Source: an optimization exercise on an open RTL-to-GDS flow (aim: small area). Production flows keep margins and buffers that such runs may drop. No functional check of the RTL was part of this run. Power figures rest on the tool's default switching activity, not on a simulated workload.

<file path="flow/design.v">
module Encoder(input [3:0]in, output reg [2:0]out);
	always @(in) begin
		if (in[3]) out <= 3'b111;
		else if (in[2]) out <= 3'b110;
		else if (in[1]) out <= 3'b101;
		else if (in[0]) out <= 3'b100;
		else out <= 3'b000;
	end
endmodule
module Key(input key, input CLOCK_50, input reset, output reg pressed);
	reg prev;
	always @(posedge CLOCK_50) begin
		if (reset) begin
			pressed <= 0;
			prev <= 1;
		end else begin
			if (!key && prev) pressed <= 1;
			else if (key && !prev) pressed <= 0;
			prev <= key;
		end
	end
endmodule
module Switch#(parameter right = 0)(input open, input E, input CLOCK_50, input reset, output reg pwm);
	reg [19:0]counter;
	always @(posedge CLOCK_50) begin
		if (reset) begin
			counter <= 0;
			pwm <= 0;
		end else begin
			counter <= counter + 1;
			if (counter == ((open ^ right) ? 72000 : 62000)) pwm <= 0;
			if (counter == 1000000) begin
				counter <= 0;
				if (E) pwm <= 1;
			end
		end
	end
endmodule
module TrainControlSystem(input [17:0]SW, input [3:0]KEY, input CLOCK_50, input reset, output [7:0]LEDG, output[11:0]LEDR, output [35:0]GPIO);
	parameter L1 = 0, L2 = 1, R3 = 2, R4 = 3, S1 = 0, S2 = 1, S3 = 2, S4 = 3;
	reg [2:0]leftRoutes[3:0], rightRoutes[3:0];
	reg [2:0]stationRoutes[3:0];
	wire left2Pressed, left1Pressed, right4Pressed, right3Pressed;
	wire [2:0]trackPressed;
	Key left_2_key(KEY[3], CLOCK_50, reset, left2Pressed);
	Key left_1_key(KEY[2], CLOCK_50, reset, left1Pressed);
	Key right_4_key(KEY[1], CLOCK_50, reset, right4Pressed);
	Key right_3_key(KEY[0], CLOCK_50, reset, right3Pressed);
	Encoder track_encoder({right4Pressed, right3Pressed, left2Pressed, left1Pressed}, trackPressed);
	assign LEDG[2:0] = trackPressed;
	wire [2:0]stationTrackSelector;
	Encoder station_track_encoder(SW[3:0], stationTrackSelector);
	assign LEDG[6:4] = stationTrackSelector;
	reg trackPressedPrev;
	always @(posedge CLOCK_50) begin
		trackPressedPrev <= reset ? 1'b0 : trackPressed[2];
		if (reset) begin
			leftRoutes[0] = 0; leftRoutes[1] = 0; leftRoutes[2] = 0; leftRoutes[3] = 0;
			rightRoutes[0] = 0; rightRoutes[1] = 0; rightRoutes[2] = 0; rightRoutes[3] = 0;
			stationRoutes[0] = 0; stationRoutes[1] = 0; stationRoutes[2] = 0; stationRoutes[3] = 0;
		end else if (trackPressed[2] && !trackPressedPrev && stationTrackSelector[2]) begin
			if (trackPressed[1:0] == L2) begin
				if (stationTrackSelector[1:0] <= S2) begin
					if (stationRoutes[S1][1:0] == L1 || stationRoutes[S1][1:0] == L2) stationRoutes[S1] = 0;
					if (stationRoutes[S2][1:0] == L1 || stationRoutes[S2][1:0] == L2) stationRoutes[S2] = 0;
					if (stationRoutes[S3][1:0] == L1 || stationRoutes[S3][1:0] == L2) stationRoutes[S3] = 0;
					if (stationRoutes[S4][1:0] == L1 || stationRoutes[S4][1:0] == L2) stationRoutes[S4] = 0;
					leftRoutes[L1] = 0;
					leftRoutes[L2] = 0;
				end else begin
					if (stationRoutes[S1][1:0] == L2) stationRoutes[S1] = 0;
					if (stationRoutes[S2][1:0] == L2) stationRoutes[S2] = 0;
					if (stationRoutes[S3][1:0] == L1 || stationRoutes[S3][1:0] == L2) stationRoutes[S3] = 0;
					if (stationRoutes[S4][1:0] == L1 || stationRoutes[S4][1:0] == L2) stationRoutes[S4] = 0;
					if (leftRoutes[L1][1:0] == S3 || leftRoutes[L1][1:0] == S4) leftRoutes[L1] = 0;
					leftRoutes[L2] = 0;
				end
				stationRoutes[stationTrackSelector[1:0]] = L2;
				stationRoutes[stationTrackSelector[1:0]][2] = 1;
			end else if (trackPressed[1:0] == R3) begin
				if (stationTrackSelector[1:0] <= S2) begin
					if (stationRoutes[S1][1:0] == R3 || stationRoutes[S1][1:0] == R4) stationRoutes[S1] = 0;
					if (stationRoutes[S2][1:0] == R3 || stationRoutes[S2][1:0] == R4) stationRoutes[S2] = 0;
					if (stationRoutes[S3][1:0] == R3) stationRoutes[S3] = 0;
					if (stationRoutes[S4][1:0] == R3) stationRoutes[S4] = 0;
					rightRoutes[R3] = 0;
					if (rightRoutes[R4][1:0] == S1 || rightRoutes[R4][1:0] == S2) rightRoutes[R4] = 0;
				end else begin
					if (stationRoutes[S1][1:0] == R3 || stationRoutes[S1][1:0] == R4) stationRoutes[S1] = 0;
					if (stationRoutes[S2][1:0] == R3 || stationRoutes[S2][1:0] == R4) stationRoutes[S2] = 0;
					if (stationRoutes[S3][1:0] == R3 || stationRoutes[S3][1:0] == R4) stationRoutes[S3] = 0;
					if (stationRoutes[S4][1:0] == R3 || stationRoutes[S4][1:0] == R4) stationRoutes[S4] = 0;
					rightRoutes[R3] = 0;
					rightRoutes[R4] = 0;
				end
				stationRoutes[stationTrackSelector[1:0]] = R3;
				stationRoutes[stationTrackSelector[1:0]][2] = 1;
			end else if (trackPressed[1:0] == L1) begin
				if (stationTrackSelector[1:0] <= S2) begin
					if (stationRoutes[S1][1:0] == L1 || stationRoutes[S1][1:0] == L2) stationRoutes[S1] = 0;
					if (stationRoutes[S2][1:0] == L1 || stationRoutes[S2][1:0] == L2) stationRoutes[S2] = 0;
					if (stationRoutes[S3][1:0] == L1) stationRoutes[S3] = 0;
					if (stationRoutes[S4][1:0] == L1) stationRoutes[S4] = 0;
					leftRoutes[L1] = 0;
					if (leftRoutes[L2][1:0] == S1 || leftRoutes[L2][1:0] == S2) leftRoutes[L2] = 0;
				end else begin
					if (stationRoutes[S1][1:0] == L1 || stationRoutes[S1][1:0] == L2) stationRoutes[S1] = 0;
					if (stationRoutes[S2][1:0] == L1 || stationRoutes[S2][1:0] == L2) stationRoutes[S2] = 0;
					if (stationRoutes[S3][1:0] == L1 || stationRoutes[S3][1:0] == L2) stationRoutes[S3] = 0;
					if (stationRoutes[S4][1:0] == L1 || stationRoutes[S4][1:0] == L2) stationRoutes[S4] = 0;
					leftRoutes[L1] = 0;
					leftRoutes[L2] = 0;
				end
				leftRoutes[L1] = stationTrackSelector[1:0];
				leftRoutes[L1][2] = 1;
			end else if (trackPressed[1:0] == R4) begin
				if (stationTrackSelector[1:0] <= S2) begin
					if (stationRoutes[S1][1:0] == R3 || stationRoutes[S1][1:0] == R4) stationRoutes[S1] = 0;
					if (stationRoutes[S2][1:0] == R3 || stationRoutes[S2][1:0] == R4) stationRoutes[S2] = 0;
					if (stationRoutes[S3][1:0] == R3 || stationRoutes[S3][1:0] == R4) stationRoutes[S3] = 0;
					if (stationRoutes[S4][1:0] == R3 || stationRoutes[S4][1:0] == R4) stationRoutes[S4] = 0;
					rightRoutes[R3] = 0;
					rightRoutes[R4] = 0;
				end else begin
					if (stationRoutes[S1][1:0] == R4) stationRoutes[S1] = 0;
					if (stationRoutes[S2][1:0] == R4) stationRoutes[S2] = 0;
					if (stationRoutes[S3][1:0] == R3 || stationRoutes[S3][1:0] == R4) stationRoutes[S3] = 0;
					if (stationRoutes[S4][1:0] == R3 || stationRoutes[S4][1:0] == R4) stationRoutes[S4] = 0;
					if (rightRoutes[R3][1:0] == S3 || rightRoutes[R3][1:0] == S4) rightRoutes[R3] = 0;
					rightRoutes[R4] = 0;
				end
				rightRoutes[R4] = stationTrackSelector[1:0];
				rightRoutes[R4][2] = 1;
			end
		end
	end
	parameter SWITCH1 = 0, SWITCH2 = 2, SWITCH3 = 4, SWITCH4 = 6, SWITCH5 = 8, SWITCH6 = 10, SWITCH7 = 12, SWITCH8 = 14, SWITCH9 = 16, SWITCH10 = 18, SWITCH11 = 20, SWITCH12 = 22;
	assign LEDR[0] = stationRoutes[S3][2] && stationRoutes[S3][1:0] == L1 || stationRoutes[S4][2] && stationRoutes[S4][1:0] == L1 || leftRoutes[L1][2] && leftRoutes[L1][1:0] >= S3;
	assign LEDR[3] = LEDR[0];
	Switch switch_1(LEDR[0], SW[6], CLOCK_50, reset, GPIO[SWITCH1]);
	Switch switch_4(LEDR[3], SW[9], CLOCK_50, reset, GPIO[SWITCH4]);
	assign LEDR[1] = stationRoutes[S1][2] && stationRoutes[S1][1:0] == L2 || stationRoutes[S2][2] && stationRoutes[S2][1:0] == L2 || leftRoutes[L2][2] && leftRoutes[L2][1:0] <= S2;
	assign LEDR[2] = LEDR[1];
	Switch#(1) switch_2(LEDR[1], SW[7], CLOCK_50, reset, GPIO[SWITCH2]);
	Switch#(1) switch_3(LEDR[2], SW[8], CLOCK_50, reset, GPIO[SWITCH3]);
	assign LEDR[4] = stationRoutes[S1][2] && stationRoutes[S1][1:0] == L1 || stationRoutes[S1][2] && stationRoutes[S1][1:0] == L2 || leftRoutes[L1][2] && leftRoutes[L1][1:0] == S1 || leftRoutes[L2][2] && leftRoutes[L2][1:0] == S1;
	Switch#(1) switch_5(LEDR[4], SW[10], CLOCK_50, reset, GPIO[SWITCH5]);
	assign LEDR[5] = stationRoutes[S4][2] && stationRoutes[S4][1:0] == L1 || stationRoutes[S4][2] && stationRoutes[S4][1:0] == L2 || leftRoutes[L1][2] && leftRoutes[L1][1:0] == S4 || leftRoutes[L2][2] && leftRoutes[L2][1:0] == S4;
	Switch switch_6(LEDR[5], SW[11], CLOCK_50, reset, GPIO[SWITCH6]);
	assign LEDR[6] = stationRoutes[S1][2] && stationRoutes[S1][1:0] == R3 || stationRoutes[S1][2] && stationRoutes[S1][1:0] == R4 || rightRoutes[R3][2] && rightRoutes[R3][1:0] == S1 || rightRoutes[R4][2] && rightRoutes[R4][1:0] == S1;
	Switch switch_7(LEDR[6], SW[12], CLOCK_50, reset, GPIO[SWITCH7]);
	assign LEDR[7] = stationRoutes[S4][2] && stationRoutes[S4][1:0] == R3 || stationRoutes[S4][2] && stationRoutes[S4][1:0] == R4 || rightRoutes[R3][2] && rightRoutes[R3][1:0] == S4 || rightRoutes[R4][2] && rightRoutes[R4][1:0] == S4;
	Switch#(1) switch_8(LEDR[7], SW[13], CLOCK_50, reset, GPIO[SWITCH8]);
	assign LEDR[8] = stationRoutes[S1][2] && stationRoutes[S1][1:0] == R4 || stationRoutes[S2][2] && stationRoutes[S2][1:0] == R4 || rightRoutes[R4][2] && rightRoutes[R4][1:0] <= S2;
	assign LEDR[11] = LEDR[8];
	Switch switch_9(LEDR[8], SW[14], CLOCK_50, reset, GPIO[SWITCH9]);
	Switch switch_12(LEDR[11], SW[17], CLOCK_50, reset, GPIO[SWITCH12]);
	assign LEDR[9] = stationRoutes[S3][2] && stationRoutes[S3][1:0] == R3 || stationRoutes[S4][2] && stationRoutes[S4][1:0] == R3 || rightRoutes[R3][2] && rightRoutes[R3][1:0] >= S3;
	assign LEDR[10] = LEDR[9];
	Switch#(1) switch_10(LEDR[9], SW[15], CLOCK_50, reset, GPIO[SWITCH10]);
	Switch#(1) switch_11(LEDR[10], SW[16], CLOCK_50, reset, GPIO[SWITCH11]);
	assign LEDG[3] = 1'b0;
	assign LEDG[7] = 1'b0;
	assign {GPIO[35:23], GPIO[21], GPIO[19], GPIO[17], GPIO[15], GPIO[13], GPIO[11], GPIO[9], GPIO[7], GPIO[5], GPIO[3], GPIO[1]} = 0;
endmodule
</file>
<file path="flow/run.sh">
#!/bin/bash
# synth_recipe.tcl (not shown) runs the flow's synth.tcl, then flattens the netlist and writes it again
# the make line also repeats each setting of config.mk as NAME=value (left out here)
make -C /OpenROAD-flow-scripts/flow DESIGN_CONFIG=/design/flow/config.mk WORK_HOME=/design/flow/orfs CLKGATE_MAP_FILE= SYNTH_SCRIPT=/design/flow/synth_recipe.tcl finish
</file>
<file path="flow/config.mk">
export PLATFORM = sky130hd
export DESIGN_NAME = TrainControlSystem
export DESIGN_NICKNAME = TrainControlSystem
export VERILOG_FILES = /design/flow/design.v
export SDC_FILE = /design/flow/constraint.sdc
export NUM_CORES = 4
export LEC_CHECK = 0
export CAP_MARGIN = 20
export CORE_MARGIN = 2
export CORE_UTILIZATION = 40
export SLEW_MARGIN = 20
</file>
<file path="flow/constraint.sdc">
create_clock -name core_clock -period 20.0 [get_ports {CLOCK_50}]
set_input_delay 4.0000 -clock core_clock [delete_from_list [all_inputs] [get_ports {CLOCK_50}]]
set_output_delay 4.0000 -clock core_clock [all_outputs]
set_load 0.01 [all_outputs]
</file>
==> flow_metrics.env <==
export IMPL_power_leakage_nw=5.49
export IMPL_antenna_found_initial=0
export IMPL_wl_met2_um=12500
export IMPL_finalSetupTns_ns=0
export IMPL_r2r_start="right_4_key.pressed$_SDFFE_PP0P_"
export IMPL_coreArea_um2=34300
export IMPL_clockBufferDepth=3
export IMPL_ys_warn_count=8
export IMPL_status="no timing/DRC/antenna violations"
export IMPL_max_freq_mhz=101
export IMPL_finalSetupViolCount=0
export IMPL_startpoint="SW[3]"
export IMPL_crit_fanout=10
export IMPL_via_count=10956
export IMPL_final_hold_viol_count=0
export IMPL_synth_seq_cells=279
export IMPL_cts_root_buf="clkbuf_16"
export IMPL_wl_per_cell_um=13.3
export IMPL_r2r_cells=7
export IMPL_antenna_cells=0
export IMPL_drt_total_wl_um=28700
export IMPL_synthTopCellsByArea="dfxtp_1 40%, nor2_1 8.6%, xor2_1 7.7%"
export IMPL_synthFlopType="dfxtp_1"
export IMPL_ir_drop_mv=0.0678
export IMPL_drc=0
export IMPL_avgSynthCellArea_um2=8.33
export IMPL_cts_sinks=279
export IMPL_start_kind="input pin"
export IMPL_reg2reg_setup_slack_ns=17.03
export IMPL_synthTopCellsByCount="316 x nor2_1, 279 x dfxtp_1, 128 x nand2_1, 121 x xor2_1, 99 x nand3_1"
export IMPL_boundaryPins=80
export IMPL_fp_dieH_um=190
export IMPL_worst_pin_slew_ns=0.829
export IMPL_rows=68
export IMPL_synth_edf_count=0
export IMPL_cts_setup_buffers=0
export IMPL_grt_start_max_net_pins=46
export IMPL_dp_hpwl_um=19700
export IMPL_holdPathStages=1
export IMPL_skew_ns=0.0255
export IMPL_start_util_pct=40.4
export IMPL_final_core_util_pct=45.4
export IMPL_period_share_pct=49.6
export IMPL_die_area_um2=36100
export IMPL_htree_levels=1
export IMPL_cp_data_arrival_time_ns=5.92
export IMPL_grt_pass1_vias=10248
export IMPL_grt_overflow=0
export IMPL_drt_iter0_drc=541
export IMPL_clk_pin_slew_worst_paths_ns=0.06
export IMPL_grt_pass1_wl_um=49200
export IMPL_power_density_nw_per_um2=82.2
export IMPL_drv_cap=0
export IMPL_synthDistinctLibCells=70
export IMPL_syn_area_um2=13900
export IMPL_cts_hold_buf=0
export IMPL_slew_viol_final=0
export IMPL_endpoint_kind="primary output"
export IMPL_min_from="switch_6.counter[0]$_SDFF_PP0_"
export IMPL_insertion_delay_ns=0.56
export IMPL_yosysTopAreaCell="dfxtp_1"
export IMPL_synth_seq_area_share_pct=40.3
export IMPL_async_flop_share_pct=0
export IMPL_fin_crit_ns=9.92
export IMPL_ant_nets=0
export IMPL_drive_gt1_share_pct=5.35
export IMPL_place_congestion=0.862
export IMPL_wl_met1_um=14300
export IMPL_netlist_area_leader_share_pct=40.3
export IMPL_area_delta_synth_final_pct=12.5
export IMPL_required_ns=16.00
export IMPL_rsz0062_at_grt="false"
export IMPL_met3_length_um=1250
export IMPL_grtUsageTotal_pct=15.8
export IMPL_port_buffers=51
export IMPL_numCtsBuffers=31
export IMPL_nets=1734
export IMPL_netlist_instances=1662
export IMPL_whs_endpoint="switch_6.counter[0]$_SDFF_PP0_"
export IMPL_vias_per_cell=5.08
export IMPL_hold_class="reg2reg"
export IMPL_relSlewSlack_pct=44.2
export IMPL_firstDrtPassIters=4
export IMPL_synth_most_common_cell="nor2_1"
export IMPL_crit_type="in2out"
export IMPL_cts_resized=0
export IMPL_cts_tree="built"
export IMPL_top_layer="met4"
export IMPL_r2r_end="stationRoutes[1][1]$_SDFFE_PP0P_"
export IMPL_die_w_um=190
where the power goes:
group	total (mW)	leakage, nW	switching, mW	internal, mW
registers	0.578	2.26	0.0114	0.567
clock network	0.612	0.537	0.227	0.384
logic	0.0903	2.69	0.0551	0.0352
total	1.28	5.49	0.294	0.986
worst max-delay path, cell delays in order:
cell,delay [ns]
clkdlybuf4s50_1,0.58
nor4_1,0.64
inv_1,0.17
clkdlybuf4s50_1,0.52
how the worst max path moves through the flow:
stage / endpoint / slack, ns / cells past startpoint
after floorplan: LEDG[6] / 11.26 / 3
after global placement: LEDG[6] / 10.04 / 4
after detailed placement: LEDG[6] / 10.06 / 4
after CTS: LEDG[6] / 10.06 / 4
after global routing: LEDG[6] / 9.98 / 4
final: LEDG[6] / 10.08 / 4
metal layers:
metal  track usage (%)  vias to the layer above
met5                 0                        -
met4              4.56                        0
met3              2.34                       40
met2              25.3                      195
met1              22.2                     5080
li1                  -                     5641
metrics by stage:
step	setup slack [ns]	hold slack (ns)	instance area [um^2]	instances	power, mW
global placement	10.04	0.441	14500	2101	0.680
detailed placement	10.06	0.453	14500	2101	0.681
finish	10.08	0.469	15600	2157	1.28
global route	9.98	0.494	15600	2157	1.33
floorplan	11.26	0.425	13900	1687	0.656
CTS	10.06	0.467	15600	2157	1.30
kinds of logic after synthesis:
kind of cell | count (synthesis) | synth area share, %
other | 1 | 0.0271
and+or+nand+nor | 861 | 31.5
xor gates and xnor gates | 217 | 13.7
buffers and inverters | 165 | 5.98
DFF | 279 | 40.3
adders and majority gates | 31 | 2.80
muxes | 14 | 1.02
AOI/OAI and AO/OA | 94 | 4.65
cell type report:
class | count | area, um^2
Clock buffer | 40 | 840
Clock inverter | 16 | 260
Fill cell | 3337 | 18700
Inverter | 71 | 267
Multi-Input combinational cell | 1243 | 7540
Sequential cell | 279 | 5590
Tap cell | 455 | 569
Timing Repair Buffer | 53 | 520
cell usage in the layout (no fill, tap or decap), types with 18 or more instances in the layout:
cell / synthesis / final
nor4_1: 44 / 43
conb_1: 1 / 26
a21oi_1: 23 / 23
ha_1: 31 / 31
o21ai_0: 18 / 18
nor3_1: 31 / 31
xor2_1: 121 / 121
dfxtp_1: 279 / 279
nand4_1: 60 / 60
nand3_1: 99 / 99
xnor2_1: 96 / 96
clkbuf_16: 0 / 31
clkdlybuf4s50_1: 0 / 50
nand2_1: 128 / 128
nor2_1: 316 / 316
and3_1: 29 / 29
inv_1: 69 / 69

## separate check: timing with driven ports
Ports are ideal in the flow. The routed layout listed here was re-timed in OpenROAD. Step 1, drivers: a clkbuf_16 drives CLOCK_50 and a buf_2 each remaining input, both assumed. Step 2, shift: input delay + t, output delay - t, t = (earliest + latest rising clock arrival at the registers) / 2. This alone moves slack from input paths to output paths. Three values: ideal, step 1, step 2; two values: the first two.
t, ns: 0.593
slack for setup (ns): 10.083 / 10.034 / 10.034
cell pins on the clock port's net: 1
After both steps setup and hold are still met in this run. For this run, drivers alone change the setup slack by -0.049 ns; drivers and shift together by -0.049 ns.
